From an optimization exercise on the open Yosys and OpenROAD flow, aimed at small area; shortcuts taken in it are not production practice.
Only simulation tests tie the RTL to the original design; equivalence was not proved.
The flow treats the clock pin as an ideal source. Dropping or thinning the clock tree relies on that and would not hold on a real chip.
Power is estimated from default activity; no workload was simulated.

// main
module main(
    input CLOCK,
    input rst,
    input [15:0] sw,
    input btnC, btnU, btnD, btnR, btnL,
    output [3:0] an,
    output [6:0] seg,
    output dp,
    output [15:0] led
    );
For scale: ~410 cells after synthesis, ~51 I/O pins.
Settings: LEC_CHECK=0, CAP_MARGIN=20, CORE_MARGIN=2, CORE_UTILIZATION=70, GPL_TIMING_DRIVEN=0, PLACE_DENSITY=0.9, SLEW_MARGIN=20; clock period 10.0 ns.
standard.sh (not shown) runs the stock make flow with config.mk's settings and CLKGATE_MAP_FILE= SYNTH_SCRIPT=/design/flow/synth_recipe.tcl, a recipe that flattens the netlist after the stock synthesis.
==> flow/flow/run.sh <==
#!/bin/bash
# Own layout flow: the standard synthesis, then the combinational logic
# between the (unchanged) registers is re-mapped by ABC for area, then the
# standard ORFS layout with port buffers of the smallest buffer and a small
# clock tree. Each tool's output goes to a log_*.txt file in the work folder.
set -euo pipefail
W=$(pwd)
F=$W/flow
R=$W/orfs/results/$FLOW_PLATFORM/main/base
LIB=$FLOW_HOME/platforms/$FLOW_PLATFORM/lib/sky130_fd_sc_hd__tt_025C_1v80.lib

# 1. standard synthesis
bash standard.sh synth > $W/log_synth.txt 2>&1
cp $R/1_2_yosys.v $W/std_synth.v

# 2. re-map the combinational logic
DU=$(make -s -C $FLOW_HOME DESIGN_CONFIG=$W/config.mk print-DONT_USE_CELLS 2>/dev/null | sed 's/^DONT_USE_CELLS: //')
DARGS=""
for c in $DU; do DARGS="$DARGS -dont_use $c"; done
FFS=$(grep -oE "sky130_fd_sc_hd__[a-z]*df[a-z]*_[0-9]+" $W/std_synth.v | sort -u | tr '\n' ' ')
cat > $W/resynth.ys <<EOS
read_liberty -ignore_miss_func $LIB
read_verilog $W/std_synth.v
hierarchy -top $FLOW_TOP
setattr -mod -set keep_hierarchy 1 $FFS
flatten
opt -purge
abc -liberty $LIB $DARGS -script $F/area.abc
opt -purge
splitnets
opt_clean -purge
hilomap -singleton -hicell sky130_fd_sc_hd__conb_1 HI -locell sky130_fd_sc_hd__conb_1 LO
insbuf -buf sky130_fd_sc_hd__buf_1 A X
opt_clean -purge
select $FLOW_TOP
write_verilog -noattr -noexpr -nohex -nodec -selected $W/resynth.v
select -clear
tee -o $W/resynth_stat.txt stat -liberty $LIB
EOS
# deepsyn is a randomised search: run it with sixteen seeds (four at a time),
# keep the smallest
SEEDS="1 2 3 7 4 5 6 8 9 10 11 12 13 14 15 16"
n=0
for S in $SEEDS; do
  sed -e "s/@SEED@/$S/" $F/area.abc > $W/area_$S.abc
  sed -e "s#$F/area.abc#$W/area_$S.abc#; s#$W/resynth.v#$W/resynth_$S.v#; s#$W/resynth_stat.txt#$W/resynth_stat_$S.txt#" $W/resynth.ys > $W/resynth_$S.ys
  yosys -l $W/log_resynth_$S.txt -s $W/resynth_$S.ys > /dev/null 2>&1 &
  n=$((n + 1))
  if (( n % 4 == 0 )); then wait; fi
done
wait
best=""; besta=""
for S in $SEEDS; do
  a=$(grep "Chip area for top module" $W/resynth_stat_$S.txt | grep -oE "[0-9.]+$" || true)
  echo "seed $S area $a" >> $W/log_resynth_pick.txt
  if [[ -n "$a" ]] && { [[ -z "$besta" ]] || awk "BEGIN{exit !($a < $besta)}"; }; then best=$S; besta=$a; fi
done
echo "picked seed $best area $besta" >> $W/log_resynth_pick.txt
cp $W/resynth_$best.v $W/resynth.v
cp $W/resynth.v $R/1_2_yosys.v
rm -f $R/1_synth.odb $R/1_synth.sdc

# 3. layout
export BUFFER_PORTS_ARGS="-buffer_cell sky130_fd_sc_hd__buf_1"
bash standard.sh place > $W/log_place.txt 2>&1
# own clock tree in place of ORFS's CTS step
R=$R OUTDIR=$R LIB=$LIB CLKPORT=CLOCK CLK_K=4 CLK_SLEW_TARGET=0.105 \
  CLKBUFS="sky130_fd_sc_hd__buf_8 sky130_fd_sc_hd__buf_12 sky130_fd_sc_hd__buf_16" \
  openroad -no_init -exit $F/cts.tcl > $W/log_cts.txt 2>&1
bash standard.sh finish > $W/log_layout.txt 2>&1
Other scripts of this flow, unchanged in this note and not shown: flow/flow/area.abc, flow/flow/cts.tcl
==> next run, changes <==
--- a/flow/flow/run.sh
+++ b/flow/flow/run.sh
@@ -40 +40 @@
-# deepsyn is a randomised search: run it with sixteen seeds (four at a time),
+# deepsyn is a randomised search: run it with eight seeds (four at a time),
@@ -42 +42 @@
-SEEDS="1 2 3 7 4 5 6 8 9 10 11 12 13 14 15 16"
+SEEDS="1 2 3 7 4 5 6 8"
--- a/flow/config.mk
+++ b/flow/config.mk
@@ -11 +10,0 @@
-export GPL_TIMING_DRIVEN = 0
- design area is about the same
- worst setup slack gets better by 0.096 ns
- via count grows slightly
- sequential power hardly moves
==> next run, changes <==
--- a/flow/config.mk
+++ b/flow/config.mk
@@ -10,0 +11 @@
+export GPL_TIMING_DRIVEN = 0
The new run went through all stages and came out clean.
Sequential power is about the same.
Fmax went down by 1.6%.
Final area hardly moves.
Wire length went down by about 2.5%.
Global-route usage went down by 0.55 points.
Cell count barely changes.
Total power went down by 1.3%.
In every run of this note, the design's own scripts or RTL, not TritonCTS, make the clock network.

## static timing again, ports no longer ideal
How much do the figures lean on ideal ports? The routed layouts below were timed once more, with nothing changed but the port constraints. Step 1 assumes that a clkbuf_16 drives the clock port and a buf_2 every other input. Step 2 moves the port delays by t, midway between the first and last clock arrival at a register: inputs arrive t later, outputs are due t later. That takes back most of the time a late clock gives input paths. a / b / c = ideal ports / drivers / drivers and shift; a / b = the first two.
run | shift t [ns] | setup WS [ns] | worst hold slack (ns) | worst setup path after step 2
the first run | 0.200 | 4.006 / 3.984 / 3.984 | 0.467 / 0.467 / 0.467 | input to output
the second run | 0.199 | 4.102 / 4.080 / 4.080 | 0.450 / 0.450 / 0.450 | input to output
the third run | 0.200 | 4.006 / 3.984 / 3.984 | 0.467 / 0.467 / 0.467 | input to output
After both steps every run listed still meets setup and hold.
